Background: an optimization exercise with open tools, aiming at small area. Do not read the settings as production practice. Function was checked by simulation only, so behaviour that the tests miss may differ from the original. Power figures rest on the tool's default switching activity, not on a simulated workload.

==> design/flow/design.v <==
`timescale 1ns / 1ps
module mux #(  parameter N_IN = 6, WIDTH  = 8) 
    (
        input  logic [N_IN-1:0] [WIDTH-1:0]        i_d,
        input  logic            [$clog2(N_IN)-1:0] i_s,
        output logic            [WIDTH-1:0]        o_y
    );
    always_comb begin
        o_y = 'd0;
        o_y = i_d[i_s];
    end
endmodule
module hex_to_7seg
    #(parameter N = 32)
    (
        input  logic         clk, reset,
        input  logic [N-1:0] BCD_in,
        output logic [6:0]   segments,
        output logic [7:0]   anodos
    );
    logic [3:0] current_BCD_block;   
    logic [2:0] select;              
    logic [31:0] mux_in;     
    always_comb begin
        mux_in = 32'd0;
        mux_in[N-1:0] = BCD_in;
    end
    mux #(.N_IN(8), .WIDTH(4)) mux_BCD_in (
        .i_d (mux_in),
        .i_s (select),
        .o_y (current_BCD_block)
    );
    counter_N #(.N(3)) counter_block (
        .clk  (clk),
        .reset(reset),
        .count(select)
    );
    BCD_to_seven_seg BCD_convertor(
        .i_BCD(current_BCD_block),
        .o_seven_seg(segments)
        );
    decoder_one_cold #(3) decoder_inst (
        .i_a (select),
        .o_y (anodos)
    );
endmodule
module counter_N #(parameter N=4)(
    input  logic          clk, reset,
    output logic [N-1:0]  count
    );
    always_ff @(posedge clk) begin
        if (reset) begin
            count <= 'b0;
        end
        else begin
            count <= count+1;
        end
    end
endmodule
module decoder_one_cold #(N=3) (
        input  logic [N-1   :0] i_a,
        output logic [2**N-1:0] o_y);
    always_comb begin
        o_y      = {2**N{1'b1}};   
        o_y[i_a] = 1'b0;   
    end
endmodule
module BCD_to_seven_seg(
    input  logic [3:0] i_BCD,
    output logic [6:0] o_seven_seg
    );
    always_comb begin
        o_seven_seg              = 'b111_1111;  
        case (i_BCD)             
            'h0:     o_seven_seg = 'b100_0000;  
            'h1:     o_seven_seg = 'b111_1001;  
            'h2:     o_seven_seg = 'b010_0100;  
            'h3:     o_seven_seg = 'b011_0000;  
            'h4:     o_seven_seg = 'b001_1001;  
            'h5:     o_seven_seg = 'b001_0010;  
            'h6:     o_seven_seg = 'b000_0010;  
            'h7:     o_seven_seg = 'b111_1000;  
            'h8:     o_seven_seg = 'b000_0000;  
            'h9:     o_seven_seg = 'b001_1000;  
            'ha:     o_seven_seg = 'b000_1000;  
            'hb:     o_seven_seg = 'b000_0011;  
            'hc:     o_seven_seg = 'b100_0110;  
            'hd:     o_seven_seg = 'b010_0001;  
            'he:     o_seven_seg = 'b000_0110;  
            'hf:     o_seven_seg = 'b000_1110;  
        endcase
    end
endmodule
module ALU
    #(parameter WIDTH=8)(
        input  logic [WIDTH-1:0] A,
        input  logic [WIDTH-1:0] B,
        input  logic [1:0]       OpCode,
        output logic [WIDTH-1:0] Result,
        output logic [3:0]       Status  
    );
    logic N, Z, C, V;
    logic [WIDTH-1:0] B_neg;
    localparam ADD      = 2'd0;
    localparam SUBTRACT = 2'd1;
    localparam OR       = 2'd2;
    localparam AND      = 2'd3;
    always_comb begin
        Z = 1'b0;
        C = 1'b0;
        V = 1'b0;
        B_neg = -B;
        case(OpCode)
            ADD: begin
                {C, Result} = A + B;
                V = (Result[WIDTH-1] & ~A[WIDTH-1] & ~B[WIDTH-1]) | (~Result[WIDTH-1] & A[WIDTH-1] & B[WIDTH-1]);
            end
            SUBTRACT: begin
                B_neg = -B;
                {C, Result} = A + B_neg;
                V = (Result[WIDTH-1] & ~A[WIDTH-1] & B[WIDTH-1]) | (~Result[WIDTH-1] & A[WIDTH-1] & ~B[WIDTH-1]);
            end
            OR: begin
                Result = A | B;
                C = 1'b0;
            end
            AND: begin
                Result = A & B;
                C = 1'b0;
            end
            default: 
                Result = 'd0;
        endcase
        if (Result == {WIDTH{1'd0}}) Z = 1'b1;
    end
    assign N = Result[WIDTH-1];
    assign Status = {N, Z, C, V};
endmodule
module reg_ALU #(parameter WIDTH=8)(
        input  logic             i_clk, i_reset,
        input  logic [WIDTH-1:0] i_A, i_B,
        input  logic             i_load_A, i_load_B, i_load_Op, i_update_Res,
        input  logic [1:0]       i_OpCode,
        output logic [WIDTH-1:0] o_Result,
        output logic [3:0]       o_Flags
    );
    logic [WIDTH-1:0] ALU_A,      next_A;
    logic [WIDTH-1:0] ALU_B,      next_B;
    logic       [1:0] ALU_OpCode, next_OpCode;
    logic [WIDTH-1:0] ALU_Result, next_Result;
    logic [3:0]       ALU_Flags,  next_Flags;
    ALU #(.WIDTH(WIDTH)) ALU_inst(
        .A(     ALU_A),
        .B(     ALU_B),
        .OpCode(ALU_OpCode),
        .Result(ALU_Result),
        .Status(ALU_Flags)
    );
    always_comb begin
        next_A      = (i_load_A)             ? i_A        : ALU_A;
        next_B      = (i_load_B)             ? i_B        : ALU_B;
        next_OpCode = (i_load_Op)            ? i_OpCode   : ALU_OpCode;
        next_Result = (i_update_Res == 1'b1) ? ALU_Result : o_Result;
        next_Flags  = (i_update_Res == 1'b1) ? ALU_Flags  : o_Flags;
    end
    always_ff @(posedge i_clk) begin
        if(i_reset == 1'b1) begin
            ALU_A      <= {WIDTH {1'b0}};
            ALU_B      <= {WIDTH {1'b0}};
            ALU_OpCode <=         2'b00;
            o_Result   <= {WIDTH {1'b0}};
            o_Flags    <= 'd0;
        end
        else begin
            ALU_A      <= next_A;
            ALU_B      <= next_B;
            ALU_OpCode <= next_OpCode;
            o_Result   <= next_Result;
            o_Flags    <= next_Flags;
        end
    end
endmodule
module polish_calculator_undo #(parameter WIDTH = 16, STATE_BITS = 8) (
        input  logic                  clk, reset,
        input  logic                  Enter, Undo,
        input  logic [WIDTH-1:0]      DataIn,
        output logic [WIDTH-1:0]      DataOut,
        output logic [STATE_BITS-1:0] CurrentState,
        output logic                  toDisplaySel,
        output logic [3:0]            Flags
    );
    logic load_A, load_B, load_Op, update_Res;  
    typedef enum logic [STATE_BITS-1:0] {
        Wait_OPA    = 'b00000001,
        Load_OPA    = 'b00000010,
        Wait_OPB    = 'b00000100,
        Load_OPB    = 'b00001000,
        Wait_OpCode = 'b00010000,
        Load_OpCode = 'b00100000,
        Load_Result = 'b01000000,
        Show_Result = 'b10000000
    } state;
    (* fsm_encoding = "one_hot" *) state pr_state;  
    state nx_state;  
    reg_ALU #(.WIDTH(WIDTH)) ALU_inst (
        .i_clk        (clk),
        .i_reset      (reset),
        .i_A          (DataIn),
        .i_B          (DataIn),
        .i_OpCode     (DataIn[1:0]),
        .i_load_A     (load_A),
        .i_load_B     (load_B),
        .i_load_Op    (load_Op),
        .i_update_Res (update_Res),
        .o_Result     (DataOut),
        .o_Flags      (Flags)
    );
    always_ff @(posedge clk) begin
        if (reset) pr_state <= Wait_OPA;
        else       pr_state <= nx_state;
    end
    always_comb begin
        load_A       = 1'b0;
        load_B       = 1'b0;
        load_Op      = 1'b0;
        update_Res   = 1'b0;
        toDisplaySel = 1'd0;
        CurrentState = pr_state;
        case (pr_state)
            Load_OPA: begin
                load_A       = 1'b1;
            end
            Load_OPB: begin
                load_B       = 1'b1;
            end
            Load_OpCode: begin
                load_Op      = 1'b1;
            end
            Load_Result: begin
                update_Res   = 1'b1;
            end
            Show_Result: begin
                toDisplaySel = 1'b1;
            end
        endcase
    end
    always_comb begin
        nx_state = pr_state;
        case (pr_state)
            Wait_OPA: begin
                if (Enter) nx_state = Load_OPA;
            end
            Load_OPA: begin
                nx_state = Wait_OPB;
            end
            Wait_OPB: begin
                if (Enter) nx_state = Load_OPB;
                else if (Undo) nx_state = Wait_OPA;
            end
            Load_OPB: begin
                nx_state = Wait_OpCode;
            end
            Wait_OpCode: begin
                if (Enter) nx_state = Load_OpCode;
                else if (Undo) nx_state = Wait_OPB; 
            end
            Load_OpCode: begin
                nx_state = Load_Result;
            end
            Load_Result: begin
                nx_state = Show_Result;
            end
            Show_Result: begin
                if (Enter) nx_state = Wait_OPA;
                else if (Undo) nx_state = Wait_OpCode; 
            end
        endcase
    end
endmodule
module display_selector(
        input  logic        i_selector,
        input  logic [15:0] i_data_in,
        input  logic [15:0] i_result,
        output logic [15:0] o_to_display
    );
    assign o_to_display = (i_selector == 'd0) ? i_data_in : i_result;
endmodule
module synchronizer(
        input  logic i_clk,
        input  logic i_PB,
        output logic o_PB_sync
);
    logic PB_sync_aux;
    always_ff @(posedge i_clk) begin
        PB_sync_aux <= i_PB;
        o_PB_sync   <= PB_sync_aux;
    end
endmodule
module debouncer_FSM #(
    parameter DELAY=15                  
    )
(
	input 	logic clk,                  
	input 	logic rst,                  
	input 	logic PB,                   
	output 	logic PB_pressed_status,    
	output  logic PB_pressed_pulse,     
	output  logic PB_released_pulse     
 );
	logic    PB_sync_aux, PB_sync;
 always_ff @(posedge clk) begin
     if (rst) begin
         PB_sync_aux <= 1'b0;
         PB_sync     <= 1'b0;
     end
     else begin
         PB_sync_aux <= PB;
         PB_sync     <= PB_sync_aux;
     end
 end
	localparam DELAY_WIDTH = $clog2(DELAY);
	logic [DELAY_WIDTH-1:0]    delay_timer; 
    enum logic[5:0] {PB_IDLE, PB_COUNT, PB_PRESSED, PB_STABLE, PB_RELEASED} state, next_state;
  always_ff @(posedge clk) begin
	if (rst) delay_timer <= 0;
	else if (state != next_state) delay_timer <= 0;  
	else delay_timer <= delay_timer + 1;
  end
    always_comb begin
        next_state          = PB_IDLE;
        PB_pressed_status   = 1'b0;
        PB_pressed_pulse    = 1'b0;
        PB_released_pulse   = 1'b0;
        case (state)
            PB_IDLE:        begin
                                if(PB_sync) begin    
                                    next_state= PB_COUNT;
                                end
                            end
            PB_COUNT:       begin
                                if ((PB_sync && (delay_timer >= DELAY-1))) begin
                                    next_state = PB_PRESSED;
                                end 
                                else if (PB_sync)
                                    next_state = PB_COUNT;
                            end
             PB_PRESSED:    begin
                                PB_pressed_pulse = 1'b1;
                                if (PB_sync)
                                    next_state = PB_STABLE;
                            end
             PB_STABLE:     begin
                                PB_pressed_status=1'b1;
                                next_state = PB_STABLE;
                                if (~PB_sync)
                                    next_state = PB_RELEASED;
                            end
              PB_RELEASED:  begin
                                PB_released_pulse = 1'b1;
                                next_state = PB_IDLE;
                            end    
         endcase
    end    
    always@(posedge clk) begin
        if(rst) 
            state <= PB_IDLE;
        else 
            state <= next_state;
    end
endmodule
module Act2_RPCalculator #(parameter N_debouncer = 10) (
        input  logic        clk, resetN,  
        input  logic        Enter, Undo,  
        input  logic [15:0] DataIn,
        output logic [3:0]  Flags,  
        output logic [15:0] ToDisplay,
        output logic [7:0]  CurrentState
    );
    localparam STATE_BITS = 8;
    logic reset;
    synchronizer sync(
        .i_clk     (clk),
        .i_PB      (~resetN),
        .o_PB_sync (reset)
    );
    logic pressed;
    logic dummy1, dummy2;  
    debouncer_FSM #(N_debouncer) status_button(  
        .clk               (clk),
        .rst               (reset),
        .PB                (Enter),
        .PB_pressed_status (dummy1),
        .PB_released_pulse (dummy2),
        .PB_pressed_pulse  (pressed)
    );
    logic pressed_undo;  
    logic dummy3, dummy4;  
    debouncer_FSM #(N_debouncer) status_button_undo(  
        .clk               (clk),
        .rst               (reset),
        .PB                (Undo),
        .PB_pressed_status (dummy3),
        .PB_released_pulse (dummy4),
        .PB_pressed_pulse  (pressed_undo)
    );
    logic        displaySel;
    logic [15:0] DataOut;
    polish_calculator_undo #(.WIDTH(16), .STATE_BITS(STATE_BITS)) pol_cal (
        .clk          (clk),
        .reset        (reset),
        .Enter        (pressed),
        .Undo         (pressed_undo),
        .DataIn       (DataIn),
        .DataOut      (DataOut),
        .CurrentState (CurrentState),
        .toDisplaySel (displaySel),
        .Flags        (Flags)
    );
    display_selector selector(
        .i_selector   (displaySel),
        .i_data_in    (DataIn),
        .i_result     (DataOut),
        .o_to_display (ToDisplay)
    );
endmodule
module unsigned_to_bcd (
        input  logic clk,             
        input  logic reset,           
        input  logic trigger,         
        input  logic [31:0] in,       
        output logic idle,       
        output logic [31:0] bcd  
    );
	localparam S_IDLE  = 'b001;
	localparam S_SHIFT = 'b010;
	localparam S_ADD3  = 'b100;
	logic [2:0] state, state_next;  
	logic [31:0] shift, shift_next;
	logic [31:0] bcd_next;
	localparam COUNTER_MAX = 32;
	logic [5:0] counter, counter_next;  
	always_comb begin
		state_next = state;
		shift_next = shift;
		bcd_next = bcd;
		counter_next = counter;
		idle = 1'b0;  
		case (state)
		S_IDLE: begin
			counter_next = 'd1;
			shift_next = 'd0;
			idle = 1'b1;
			if (trigger) begin
				state_next = S_SHIFT;
			end
		end
		S_ADD3: begin
			if (shift[31:28] >= 5)
				shift_next[31:28] = shift[31:28] + 4'd3;
			if (shift[27:24] >= 5)
				shift_next[27:24] = shift[27:24] + 4'd3;
			if (shift[23:20] >= 5)
				shift_next[23:20] = shift[23:20] + 4'd3;
			if (shift[19:16] >= 5)
				shift_next[19:16] = shift[19:16] + 4'd3;
			if (shift[15:12] >= 5)
				shift_next[15:12] = shift[15:12] + 4'd3;
			if (shift[11:8] >= 5)
				shift_next[11:8] = shift[11:8] + 4'd3;
			if (shift[7:4] >= 5)
				shift_next[7:4] = shift[7:4] + 4'd3;
			if (shift[3:0] >= 5)
				shift_next[3:0] = shift[3:0] + 4'd3;
			state_next = S_SHIFT;
		end
		S_SHIFT: begin
			shift_next = {shift[30:0], in[COUNTER_MAX - counter_next]};
			if (counter == COUNTER_MAX) begin
				bcd_next = shift_next;
				state_next = S_IDLE;
			end else
				state_next = S_ADD3;
			counter_next = counter + 'd1;
		end
		default: begin
			state_next = S_IDLE;
		end
		endcase
	end
	always_ff @(posedge clk) begin
		if (reset) begin
			state   <= S_IDLE;
			shift   <= 'd0;
			bcd     <= 'd0;
			counter <= 'd1;
		end else begin
			state   <= state_next;
			shift   <= shift_next;
			bcd     <= bcd_next;
			counter <= counter_next;
		end
	end
endmodule
module translator_internal_fsm(
        input  logic i_clk, i_reset,
        input  logic i_update, i_idle,
        output logic o_trigger
    );
    typedef enum logic [2:0] {
        IDLE    = 'b001, 
        WAIT    = 'b010, 
        LOAD    = 'b100
    } state;
    state pr_state, nx_state;
    always_ff @(posedge i_clk) begin
        if (i_reset) pr_state <= IDLE;
        else         pr_state <= nx_state;
    end
    always_comb begin
        nx_state = pr_state;
        case (pr_state)
            IDLE: begin
                if(i_update)  nx_state = WAIT;
            end
            WAIT: begin
                if(i_idle)  nx_state = LOAD;
            end
            LOAD: begin
                if(i_update) nx_state = WAIT;
                else         nx_state = IDLE;
            end
        endcase
    end
    always_comb begin
        o_trigger = 'b0;
        if (pr_state == LOAD) o_trigger = 'd1;
    end
endmodule
module translator_conversion #(parameter STATE_BITS = 8) (
        input  logic                  i_clk, i_reset,
        input  logic [15:0]           i_toDisplay_bin,
        output logic [19:0]           o_bcd
    );
    logic update;
    logic [15:0] pr_dataIn;
    logic [15:0] nx_dataIn;
    always_ff @(posedge i_clk) begin
        if (i_reset) begin
            pr_dataIn <= 'd0;
        end
        else begin
            pr_dataIn <= nx_dataIn;
        end
    end
    always_comb begin
        nx_dataIn = pr_dataIn;
        update   = (pr_dataIn != i_toDisplay_bin) ? 1'b1 : 1'b0 ;
        nx_dataIn = i_toDisplay_bin;
    end
    logic trigger;
    logic idle;  
    translator_internal_fsm fsm(
        .i_clk     (i_clk), 
        .i_reset   (i_reset),
        .i_update  (update),
        .i_idle    (idle),
        .o_trigger (trigger)
    );
    logic [31:0] bcd_wrapper;
    logic [31:0] in_wrapper;
    always_comb begin
        in_wrapper       = 'd0;
        in_wrapper[15:0] = i_toDisplay_bin;
    end
    unsigned_to_bcd to_bcd_inst(
        .clk     (i_clk),
        .reset   (i_reset),
        .trigger (trigger),
        .in      (in_wrapper),
        .bcd     (bcd_wrapper),
        .idle    (idle)
    );
    assign o_bcd = bcd_wrapper[19:0];
endmodule
module translator #(STATE_BITS = 8)(
        input  logic                  i_clk, i_reset,
        input  logic                  i_displayFormat,
        input  logic [15:0]           i_toDisplay_bin,
        output logic [6:0]            o_segments,  
        output logic [4:0]            o_anodes     
    );
    logic [19:0] bcd_in;
    logic [19:0] toDisplay_bcd;
    translator_conversion #(STATE_BITS) conv(
        .i_clk           (i_clk),
        .i_reset         (i_reset),
        .i_toDisplay_bin (i_toDisplay_bin),
        .o_bcd           (toDisplay_bcd)
    );
    assign bcd_in = (i_displayFormat == 1'b1) ? toDisplay_bcd : {4'b0000, i_toDisplay_bin};
    logic [7:0]  anodes_wrapper;
    hex_to_7seg #(.N(20)) to_7seg(
        .clk      (i_clk), 
        .reset    (i_reset),
        .BCD_in   (bcd_in),
        .segments (o_segments),
        .anodos   (anodes_wrapper)
    );
    assign o_anodes = anodes_wrapper[4:0];
endmodule
module Act3_RPCalculator #(parameter N_debouncer = 10) (
        input  logic        clk, resetN, 
        input  logic        Enter, Undo, DisplayFormat,
        input  logic [15:0] DataIn,
        output logic [3:0]  Flags,
        output logic [7:0]  CurrentState,
        output logic [6:0]  Segments,  
        output logic [4:0]  Anodes     
    );
    localparam STATE_BITS = 8;
    logic [15:0] toTranslator;
    Act2_RPCalculator  RPCalc_inst (
        .clk            (clk), 
        .resetN         (resetN), 
        .Enter          (Enter), 
        .Undo           (Undo),
        .DataIn         (DataIn),
        .Flags          (Flags),  
        .ToDisplay      (toTranslator),
        .CurrentState   (CurrentState)
    );
    logic reset;
    synchronizer sync(
        .i_clk     (clk),
        .i_PB      (~resetN),
        .o_PB_sync (reset)
    );
    logic DisplayFormat_clean;  
    logic dummy1, dummy2;  
    debouncer_FSM #(N_debouncer) status_button_undo(
        .clk               (clk),
        .rst               (reset),
        .PB                (DisplayFormat),
        .PB_pressed_status (DisplayFormat_clean),
        .PB_released_pulse (dummy1),
        .PB_pressed_pulse  (dummy2)
    );
    translator #(STATE_BITS) translator_inst (
        .i_clk           (clk),
        .i_reset         (reset),
        .i_displayFormat (DisplayFormat_clean),
        .i_toDisplay_bin (toTranslator),
        .o_segments      (Segments),
        .o_anodes        (Anodes)
    );
endmodule
==> design/flow/run.sh <==
#!/bin/bash
# synth_recipe.tcl (not shown) runs the flow's synth.tcl, then flattens the netlist and writes it again
# the make line also repeats each setting of config.mk as NAME=value (left out here)
make -C /OpenROAD-flow-scripts/flow DESIGN_CONFIG=/design/flow/config.mk WORK_HOME=/design/flow/orfs CLKGATE_MAP_FILE= SYNTH_SCRIPT=/design/flow/synth_recipe.tcl finish
==> design/flow/config.mk <==
export PLATFORM = sky130hd
export DESIGN_NAME = Act3_RPCalculator
export DESIGN_NICKNAME = Act3_RPCalculator
export VERILOG_FILES = /design/flow/design.v
export SDC_FILE = /design/flow/constraint.sdc
export NUM_CORES = 4
export LEC_CHECK = 0
export CAP_MARGIN = 20
export CORE_MARGIN = 2
export CORE_UTILIZATION = 40
export SLEW_MARGIN = 20
==> design/flow/constraint.sdc <==
create_clock -name core_clock -period 7.0 [get_ports {clk}]
set_input_delay 1.4000 -clock core_clock [delete_from_list [all_inputs] [get_ports {clk}]]
set_output_delay 1.4000 -clock core_clock [all_outputs]
set_load 0.01 [all_outputs]
==> impl_results.md <==
- Setup Skew: 18.64 ps
- Commonest non-fill, non-tap cells in the layout: dfxtp_1 (160), nor2_1 (158), nand2_1 (114)
- Ys flop type: dfxtp_1
- Crit path DAT: 4700 ps
- Vias in the first global route: 8085
- Met3 WL: 780 um
- Placement Setup Slack: 898.4 ps
- # diodes: 0
- Antenna violations before repair: 0
- Synth Area in XOR/XNOR: 4.876%
- DR WL/cell: 15.79 um
- Tcrit/Tclk final: 87.10%
- CTS tree: done
- Share of cells above drive strength 1: 6.476%
- Htree depth: 4
- Hold_buf cts: 0
- Die area: 27420 um2
- Setup TNS: 0 ps
- Worst-path clk slew: 80 ps
- Clk root buf: clkbuf_16
- Via-to-Cell Ratio: 5.339
- Top Layer Used: met4
- Clock sinks: 161
- Post-synthesis instance area: 10440 um2
- Synth Register Bits: 161
- Compound-Gate Fraction of Synth Area: 17.58%
- Critical path capture point type: primary output
- Fin nets: 1390
- DRC: 0
- Commonest non-fill, non-tap cell in the layout: dfxtp_1
- Routed Antenna Nets: 0
- Tot GR Track Use: 19.22%
- Post-Route WL: 25.77 mm
- Async set or reset register ratio after synthesis: 0%
- Fmax: 164.0 MHz
- YS warnings: 13
- Met2 WL: 12.22 mm
- Maximum VDD drop: 0.1218 mV
- Status: no timing/DRC/antenna violations
- Tightest Pin Transition: 955.4 ps
- Sequential area share after synthesis: 30.86%
- DR vias: 8714
- Filler Cell Count: 2559
- Post-synthesis adder-cell area fraction: 10.33%
- Net Count, Synth: 1373
- CTS buffer count: 17
- Max-Cap Viols: 0
- Rows: 59
- Simple-gate share of the synthesized area: 20.57%
- Leak: 4.939 nW
- Starting Density: 40.42%
- First-pass GRT wire length: 41.77 mm
- DRT iter0 DRCs: 653
- # IOs: 45
- WP data required: 5600 ps
- Final Hold Viols: 0
- Rel. slew slack: 36.30%
- Largest family of logic cells by synthesized area: simple AND/OR/NAND/NOR gates
- Setup Buffers After CTS: 0
- Clock buffer depth: 2
- Post-detail-place hpwl: 19.19 mm
- Syn avg cell area: 8.243 um2
- Worst Setup Path Type: in2out
- DIE HEIGHT: 165.6 um
- Area Growth Syn to Fin: 12.72%
- Die X: 165.6 um
- Post-synthesis mux area share: 10.23%
- Metal-1 WL: 12.24 mm
- Number of synthesized flops with an enable pin: 0
- Yosys cell types: 78
- Largest net degree at the start of global routing: 76
- Slew Limit Fails: 0
- Routability cong.: 0.8757
- Worst setup margin: 903.0 ps
- DR pass1 iterations: 5
- IO Port Bufs: 44
- Period minus WS final: 6097 ps
- Clock latency on the worst-skew pair: 440 ps
- Hold WC Path Type: reg2reg
- # resized after CTS: 0
- Worst-path fanout max: 5
- Post-Synthesis Cells: 1267
- Setup crit start kind: input pin
- Core Box Area: 25840 um2
- Pwr/cell area: 183.1 nW/um2
- RSZ-0062 raised after global routing: false
- Grt total ovfl: 0
- Setup Viol. Count Final: 0
-- cells in the mapped netlist (6+ instances only) --
cell type / number / area (um2)
dfxtp_1: 161 / 3223
nor2_1: 158 / 593.1
nand2_1: 114 / 427.9
a21oi_1: 107 / 535.5
inv_1: 86 / 322.8
ha_1: 83 / 1039
mux2i_1: 74 / 740.7
clkbuf_1: 50 / 187.7
o21ai_0: 43 / 215.2
a211oi_1: 30 / 225.2
xnor2_1: 30 / 262.8
nand3_1: 28 / 140.1
nor3_1: 25 / 125.1
xor2_1: 25 / 219.0
nand2b_1: 20 / 125.1
a22oi_1: 15 / 112.6
a21o_1: 13 / 97.59
nor2b_1: 13 / 81.33
o211ai_1: 13 / 97.59
nand4_1: 12 / 75.07
and3_1: 11 / 68.82
or3_1: 11 / 68.82
mux4_2: 10 / 225.2
nand3b_1: 8 / 60.06
nor4_1: 7 / 43.79
nor4b_1: 7 / 61.31
a2111oi_0: 6 / 52.55
a31oi_1: 6 / 37.54
and2_1: 6 / 37.54
-- path summary, 6_finish.rpt --
path	startpoint	end	slack, ps	depth (start not counted)
min reg2reg	sync.PB_sync_aux	sync.o_PB_sync	330	0
max reg2reg	RPCalc_inst.pol_cal.ALU_inst.ALU_B[1]	RPCalc_inst.pol_cal.ALU_inst.o_Result[13]	2920	13
max	DataIn[0]	Segments[3]	900	12
min	sync.PB_sync_aux	sync.o_PB_sync	330	0
-- where the power goes --
| group | leakage (nW) | switching, mW | internal, mW |
|---|---|---|---|
| combinational | 3.33 | 0.120 | 0.108 |
| sequential | 1.31 | 0.0312 | 0.935 |
| clock | 0.302 | 0.468 | 0.493 |
| total | 4.94 | 0.619 | 1.54 |
-- final cells by class --
cell class | count | area, um2 | area share (%)
inverters | 87 | 326.6 | 2.774
repair buffers | 57 | 538.0 | 4.570
multi-input cells | 960 | 6640 | 56.40
clock inverters | 15 | 196.4 | 1.669
flip-flops and latches | 161 | 3227 | 27.41
well taps | 335 | 419.2 | 3.560
clock buffers | 17 | 425.4 | 3.614
-- cell families (layout without fill, tap and decap cells) --
kind of cell	Yosys count	count (layout)
compound gates	284	284
xor+xnor	56	56
fa+ha+maj	85	85
buf+inv	146	176
flops	161	161
mux	91	91
simple gates	444	444
-- flip-flops by register name, indices dropped and copies added (netlist names), 4 cells and up --
signal and flops:
translator_inst.conv.to_bcd_inst.counter 6, status_button_undo.delay_timer 4, translator_inst.conv.to_bcd_inst.shift 20, translator_inst.conv.pr_dataIn 16, RPCalc_inst.pol_cal.ALU_inst.ALU_A 16, RPCalc_inst.pol_cal.ALU_inst.ALU_B 16, RPCalc_inst.status_button.delay_timer 4, RPCalc_inst.pol_cal.ALU_inst.o_Result 15
RPCalc_inst.pol_cal.pr_state 8, RPCalc_inst.pol_cal.ALU_inst.o_Flags 4, RPCalc_inst.status_button_undo.delay_timer 4, translator_inst.conv.to_bcd_inst.bcd 20
-- layer usage --
metal,up-vias,GRT usage (%)
met5,-,0
met4,0,6.230
met3,38,2.572
met2,126,32.23
met1,4068,25.54
li1,4482,-
-- metrics by stage --
step           power [mW]  std cells  utilization (%)  cell area, um2  hold WS (ps)
4_1_cts             2.178       1632            45.56           11770         332.5
3_5_place_dp        1.216       1600            43.16           11150         318.2
3_3_place_gp        1.213       1600            43.16           11150         318.0
6_report            2.155       1632            45.56           11770         332.2
2_1_floorplan       1.132       1267                -           10440         309.6
5_1_grt             2.244       1632            45.56           11770         343.7
-- worst max-delay path, cell delays in order --
cell	delay, ps
clkdlybuf4s50_1	570
mux2i_1	170
a211oi_1	250
a21oi_1	120
a21o_1	240
a32oi_1	440
inv_1	170
ha_1	370
mux2_2	340
nand2_1	60
nand3_1	80
clkdlybuf4s50_1	490

[separate check: timing with driven ports]
No port has a modelled driver above. Below, the same layout with a new extraction and two added sets of constraints. Step 1 sets driving cells, clkbuf_16 on the clock port and buf_2 on the other inputs (assumed; they add their load-dependent delay and slew). Step 2 times the ports against the registers' clock, not the clock port: input delays grow and output delays shrink by t, the midpoint of the rising clock arrivals with the driver on. Three values: ideal ports, drivers, drivers and shift; two values: the first two.
shift t [ns]: 0.480
setup slack, ns: 0.903 / 0.876 / 0.876
worst hold slack (ns): 0.332 / 0.332 / 0.332
worst setup path after step 2: input to output
After both steps this run still meets setup and hold. For this run, drivers alone change the setup slack by -0.027 ns; drivers and shift together by -0.027 ns.
